What follows belongs to an exercise in optimizing a design on an open flow for small area; a production flow would make more cautious choices. Function was checked by simulation only, so behaviour that the tests miss may differ from the original. Power figures rest on the tool's default switching activity, not on a simulated workload.

==> flow/design.v <==
`timescale 1ns / 1ps
module tx_fifo (
    input  logic       clk,
    input  logic       reset_n,
    input  logic       wr_en,
    input  logic [7:0] wr_data,
    output logic       full,
    input  logic       rd_en,       
    output logic       empty,
    output logic       head_at0,
    output logic [7:0] head
);
    logic [7:0] ring [0:15];
    logic [4:0] wr_ptr, rd_ptr;
    logic       push;
    assign empty = (wr_ptr == rd_ptr);
    assign full  = (wr_ptr[3:0] == rd_ptr[3:0]) && (wr_ptr[4] != rd_ptr[4]);
    assign push  = wr_en && !full;
    always_ff @(posedge clk or negedge reset_n) begin
        if (!reset_n) begin
            wr_ptr <= '0;
            rd_ptr <= '0;
        end else begin
            wr_ptr <= push  ? wr_ptr : wr_ptr - 5'd1;
            rd_ptr <= rd_en ? rd_ptr : rd_ptr - 5'd1;
        end
    end
    always_ff @(posedge clk) begin
        for (int p = 0; p < 16; p++)
            ring[p] <= (push && wr_ptr[3:0] == 4'(p + 1)) ? (wr_data ^ {8{p[0]}})
                                                          : ~ring[(p + 1) % 16];
    end
    assign head_at0 = (rd_ptr[3:0] == 4'd0);
    assign head     = ring[0];
endmodule
module rx_fifo (
    input  logic       clk,
    input  logic       reset_n,
    input  logic       wr_en,
    input  logic [7:0] wr_data,
    input  logic       rd_en,
    output logic [7:0] rd_data,
    output logic       empty
);
    logic [7:0] ring [0:15];
    logic [4:0] wr_ptr, rd_ptr;
    logic       pending;
    logic       push, pop, full;
    logic [3:0] last;
    assign empty = (wr_ptr == rd_ptr);
    assign full  = (wr_ptr[3:0] == rd_ptr[3:0]) && (wr_ptr[4] != rd_ptr[4]);
    assign push  = wr_en && !full;
    assign pop   = rd_en && !empty;
    assign last  = wr_ptr[3:0] - 4'd1;
    always_ff @(posedge clk or negedge reset_n) begin
        if (!reset_n) begin
            wr_ptr  <= '0;
            rd_ptr  <= '0;
            pending <= 1'b0;
        end else begin
            wr_ptr  <= push ? wr_ptr : wr_ptr - 5'd1;
            rd_ptr  <= pop  ? rd_ptr : rd_ptr - 5'd1;
            if (push)
                pending <= 1'b1;
            else if (last == 4'd0)
                pending <= 1'b0;
        end
    end
    always_ff @(posedge clk) begin
        for (int p = 0; p < 15; p++)
            ring[p] <= ring[p + 1];
        ring[15] <= (pending && last == 4'd0) ? wr_data : ring[0];
    end
    logic [7:0] ring_out;
    always_comb begin
        ring_out = '0;
        for (int p = 0; p < 16; p++)
            ring_out = ring_out | ({8{rd_ptr[3:0] == p[3:0]}} & ring[p]);
    end
    assign rd_data = (pending && rd_ptr[3:0] == last) ? wr_data : ring_out;
endmodule
`timescale 1ns / 1ps
module baud_gen (
    input  logic        clk,         
    input  logic        reset_n,     
    input  logic [15:0] divisor,
    output logic        tick         
);
    logic [15:0] counter;
    logic [15:0] counter_n;      
    assign counter = ~counter_n;
    logic [15:0] inc;
    logic [16:0] carry;      
    logic [16:0] ge;         
    assign carry[0] = 1'b1;
    assign ge[0]    = 1'b1;
    for (genvar i = 0; i < 16; i++) begin : g_chain
        assign inc[i]     = counter[i] ^ carry[i];
        assign carry[i+1] = counter[i] & carry[i];
        assign ge[i+1]    = (counter[i] & ~divisor[i]) |
                            ((counter[i] | ~divisor[i]) & ge[i]);
    end
    always_ff @(posedge clk or negedge reset_n) begin
        if (!reset_n) begin
            counter_n <= '1;
            tick      <= 1'b0;
        end else begin
            counter_n <= ge[16] ? 16'hffff : ~inc;
            tick    <= ge[16];
        end
    end
endmodule
`timescale 1ns / 1ps
module uart_tx (
    input  logic       clk,
    input  logic       reset_n,
    input  logic       tick,
    input  logic       tx_start,
    input  logic       load,
    input  logic [7:0] tx_data,
    output logic       tx_pin,
    output logic       tx_done
);
    localparam logic [1:0] IDLE = 2'd0, START = 2'd1, DATA = 2'd2, STOP = 2'd3;
    logic [1:0] state;
    logic [3:0] tick_cnt;
    logic [2:0] bit_cnt;
    logic [2:0] next_idx;
    logic       next_bit;
    logic       first;
    logic       tx_reg;
    logic       last_tick;
    assign last_tick = tick && (tick_cnt == 4'd15);
    assign tx_done   = (state == STOP) && last_tick;
    assign next_idx  = (state == DATA) ? bit_cnt + 3'd1 : 3'd0;
    always_ff @(posedge clk) begin
        if (load)
            next_bit <= tx_data[next_idx];
        first <= last_tick && (state == START || state == DATA);
    end
    always_ff @(posedge clk or negedge reset_n) begin
        if (!reset_n) begin
            state    <= IDLE;
            tick_cnt <= '0;
            bit_cnt  <= '0;
            tx_reg   <= 1'b1;
        end else begin
            case (state)
                IDLE:    tx_reg <= 1'b1;
                START:   tx_reg <= 1'b0;
                DATA:    if (first) tx_reg <= next_bit;
                default: tx_reg <= 1'b1;
            endcase
            if (state != IDLE && tick)
                tick_cnt <= tick_cnt + 4'd1;
            if (state == DATA && last_tick)
                bit_cnt <= bit_cnt + 3'd1;
            if ((state == IDLE && tx_start) ||
                (state != IDLE && last_tick && (state != DATA || bit_cnt == 3'd7)))
                state <= state + 2'd1;
        end
    end
    assign tx_pin = tx_reg;
endmodule
`timescale 1ns / 1ps
module uart_rx (
    input  logic       clk,
    input  logic       reset_n,
    input  logic       tick,
    input  logic       rx_pin,
    output logic       rx_done,
    output logic [7:0] rx_data,
    output logic       rx_err
);
    localparam logic [1:0] IDLE = 2'd0, START = 2'd1, DATA = 2'd2, STOP = 2'd3;
    logic [1:0] state;
    logic [3:0] tick_cnt;
    logic [2:0] bit_cnt;
    logic [7:0] shift_reg;
    logic       last_tick;
    logic rx_sync_0, rx_sync_1;
    always_ff @(posedge clk or negedge reset_n) begin
        if (!reset_n) begin
            rx_sync_0 <= 1'b1;
            rx_sync_1 <= 1'b1;
        end else begin
            rx_sync_0 <= rx_pin;
            rx_sync_1 <= rx_sync_0;
        end
    end
    assign last_tick = tick && (tick_cnt == 4'd15);
    logic [1:0] state_next;
    always_comb begin
        state_next = state;
        case (state)
            IDLE:    if (!rx_sync_1) state_next = START;
            START:   if (last_tick) state_next = rx_sync_1 ? IDLE : DATA;
            DATA:    if (last_tick && bit_cnt == 3'd7) state_next = STOP;
            default: if (last_tick) state_next = IDLE;
        endcase
    end
    always_ff @(posedge clk) begin
        if (state == IDLE) begin
            tick_cnt <= 4'd8;
            bit_cnt  <= 3'd0;
        end else begin
            if (tick)
                tick_cnt <= tick_cnt + 4'd1;
            if (state == DATA && last_tick)
                bit_cnt <= bit_cnt + 3'd1;
        end
        if (state == DATA && last_tick)
            shift_reg <= {rx_sync_1, shift_reg[7:1]};
    end
    always_ff @(posedge clk or negedge reset_n) begin
        if (!reset_n) begin
            state   <= IDLE;
            rx_done <= 1'b0;
            rx_err  <= 1'b0;
        end else begin
            rx_done <= (state == STOP) && last_tick;
            if ((state == STOP) && last_tick)
                rx_err <= !rx_sync_1;
            state <= state_next;
        end
    end
    assign rx_data = shift_reg;
endmodule
`timescale 1ns / 1ps
module uart_core (
    input  logic        clk,
    input  logic        reset_n,
    input  logic [15:0] divisor,
    input  logic        rx_pin,
    output logic        tx_pin,
    input  logic        tx_wr_en,
    input  logic [7:0]  tx_wr_data,
    output logic        tx_full,
    input  logic        rx_rd_en,
    output logic [7:0]  rx_rd_data,
    output logic        rx_empty,
    output logic        rx_err
);
    logic       tick;
    logic       tx_fifo_empty;
    logic       tx_head_at0;
    logic [7:0] tx_head;
    logic       tx_core_done;
    logic       rx_core_done;
    logic [7:0] rx_core_data;
    baud_gen u_baud_gen (
        .clk(clk), .reset_n(reset_n), .divisor(divisor), .tick(tick)
    );
    tx_fifo u_tx_fifo (
        .clk(clk), .reset_n(reset_n),
        .wr_en(tx_wr_en), .wr_data(tx_wr_data), .full(tx_full),
        .rd_en(tx_core_done), .empty(tx_fifo_empty),
        .head_at0(tx_head_at0), .head(tx_head)
    );
    uart_tx u_uart_tx (
        .clk(clk), .reset_n(reset_n), .tick(tick),
        .tx_start(!tx_fifo_empty), .load(tx_head_at0), .tx_data(tx_head),
        .tx_pin(tx_pin), .tx_done(tx_core_done)
    );
    uart_rx u_uart_rx (
        .clk(clk), .reset_n(reset_n), .tick(tick), .rx_pin(rx_pin),
        .rx_done(rx_core_done), .rx_data(rx_core_data), .rx_err(rx_err)
    );
    rx_fifo u_rx_fifo (
        .clk(clk), .reset_n(reset_n),
        .wr_en(rx_core_done), .wr_data(rx_core_data),
        .rd_en(rx_rd_en), .rd_data(rx_rd_data), .empty(rx_empty)
    );
endmodule
Settings: LEC_CHECK=0, ABC_AREA=1, CAP_MARGIN=20, CORE_MARGIN=2, CORE_UTILIZATION=75, CTS_BUF_LIST=sky130_fd_sc_hd__clkbuf_8, CTS_CLUSTER_DIAMETER=50, CTS_CLUSTER_SIZE=18, SLEW_MARGIN=20; clock period 10.0 ns.
standard.sh (not shown) runs the stock make flow with config.mk's settings and CLKGATE_MAP_FILE= SYNTH_SCRIPT=/design/flow/synth_recipe.tcl, a recipe that flattens the netlist after the stock synthesis.
==> flow/flow/run.sh <==
#!/bin/bash
# Own layout flow: the standard ORFS flow (standard.sh) with these changes,
# all made through ORFS's own variables and hooks:
#  - synthesis is synth_recipe.tcl with an area-oriented abc mapping script
#    (flow/own_synth.tcl, flow/abc_area_amap.script) and without ORFS's
#    half/full-adder extraction (ADDER_MAP_FILE empty), which leaves all
#    arithmetic to abc; the registers are the standard synthesis's;
#  - port buffers are buf_1 cells (the standard flow picks clkdlybuf4s50_1);
#  - before the placement resizer, combinational cells go to their smallest
#    drive strength (flow/downsize.tcl); repair_design then upsizes only where
#    slew or capacitance need it;
#  - clock tree synthesis inserts no dummy loads and uses clkbuf_8 clusters.
# The make output goes to flow_make.log here; ORFS keeps per-step logs in orfs/logs/.
set -euo pipefail
F="$PWD/flow"
export OWN_ABC_SCRIPT="$F/abc_area_amap.script"
export ADDER_MAP_FILE=
export BUFFER_PORTS_ARGS="-buffer_cell sky130_fd_sc_hd__buf_1"
export PRE_RESIZE_TCL="$F/downsize.tcl"
export CTS_ARGS="-sink_clustering_enable -repair_clock_nets -dont_use_dummy_load -buf_list sky130_fd_sc_hd__clkbuf_8 -sink_clustering_size 18 -sink_clustering_max_diameter 50"
grep -q 'SYNTH_SCRIPT=[^ ]*synth_recipe.tcl' standard.sh
sed "s|SYNTH_SCRIPT=[^ ]*synth_recipe.tcl|SYNTH_SCRIPT=$F/own_synth.tcl|" standard.sh > own_standard.sh
bash own_standard.sh > flow_make.log 2>&1
Other scripts of this flow, unchanged in this note and not shown: flow/flow/abc_area_amap.script, flow/flow/downsize.tcl, flow/flow/own_synth.tcl
Change:
--- a/flow/design.v
+++ b/flow/design.v
@@ -88,6 +88,4 @@
 );
     logic [15:0] counter;
-    logic [15:0] counter_n;      
-    assign counter = ~counter_n;
     logic [15:0] inc;
     logic [16:0] carry;      
@@ -103,8 +101,8 @@
     always_ff @(posedge clk or negedge reset_n) begin
         if (!reset_n) begin
-            counter_n <= '1;
-            tick      <= 1'b0;
-        end else begin
-            counter_n <= ge[16] ? 16'hffff : ~inc;
+            counter <= '0;
+            tick    <= 1'b0;
+        end else begin
+            counter <= ge[16] ? 16'd0 : inc;
             tick    <= ge[16];
         end
What happened: The changed run finished clean. Worst setup slack gains 260 ps. Wire length drops by 1.6%. Non-clock buffer count climbs by 1. Power hardly moves. Sequential share of layout area drops by 0.34 points. Cell count stays flat. First-iteration DRC count climbs by 3.0%.

re-timing with driven ports:
The results above use ideal ports. As a check the final layouts listed here were re-extracted and re-timed, cells and wires unchanged. Step 1, drivers: a clkbuf_16 drives clk and a buf_2 each remaining input, both assumed. Step 2 moves the port delays by t, midway between the first and last clock arrival at a register: inputs arrive t later, outputs are due t later. That takes back most of the time a late clock gives input paths. Slacks: no drivers / after step 1 / after step 2; pairs: no drivers / after step 1.
| run | shift t [ns] | slack for setup (ns) | worst setup path at the end | worst slew at a driven data input, ns |
|---|---|---|---|---|
| the first run | 0.563 | 4.409 / 4.369 / 4.932 | register to output | 0.04 |
| the second run | 0.568 | 4.665 / 4.630 / 5.197 | register to output | 0.04 |
After both steps setup and hold are still met in every run listed.
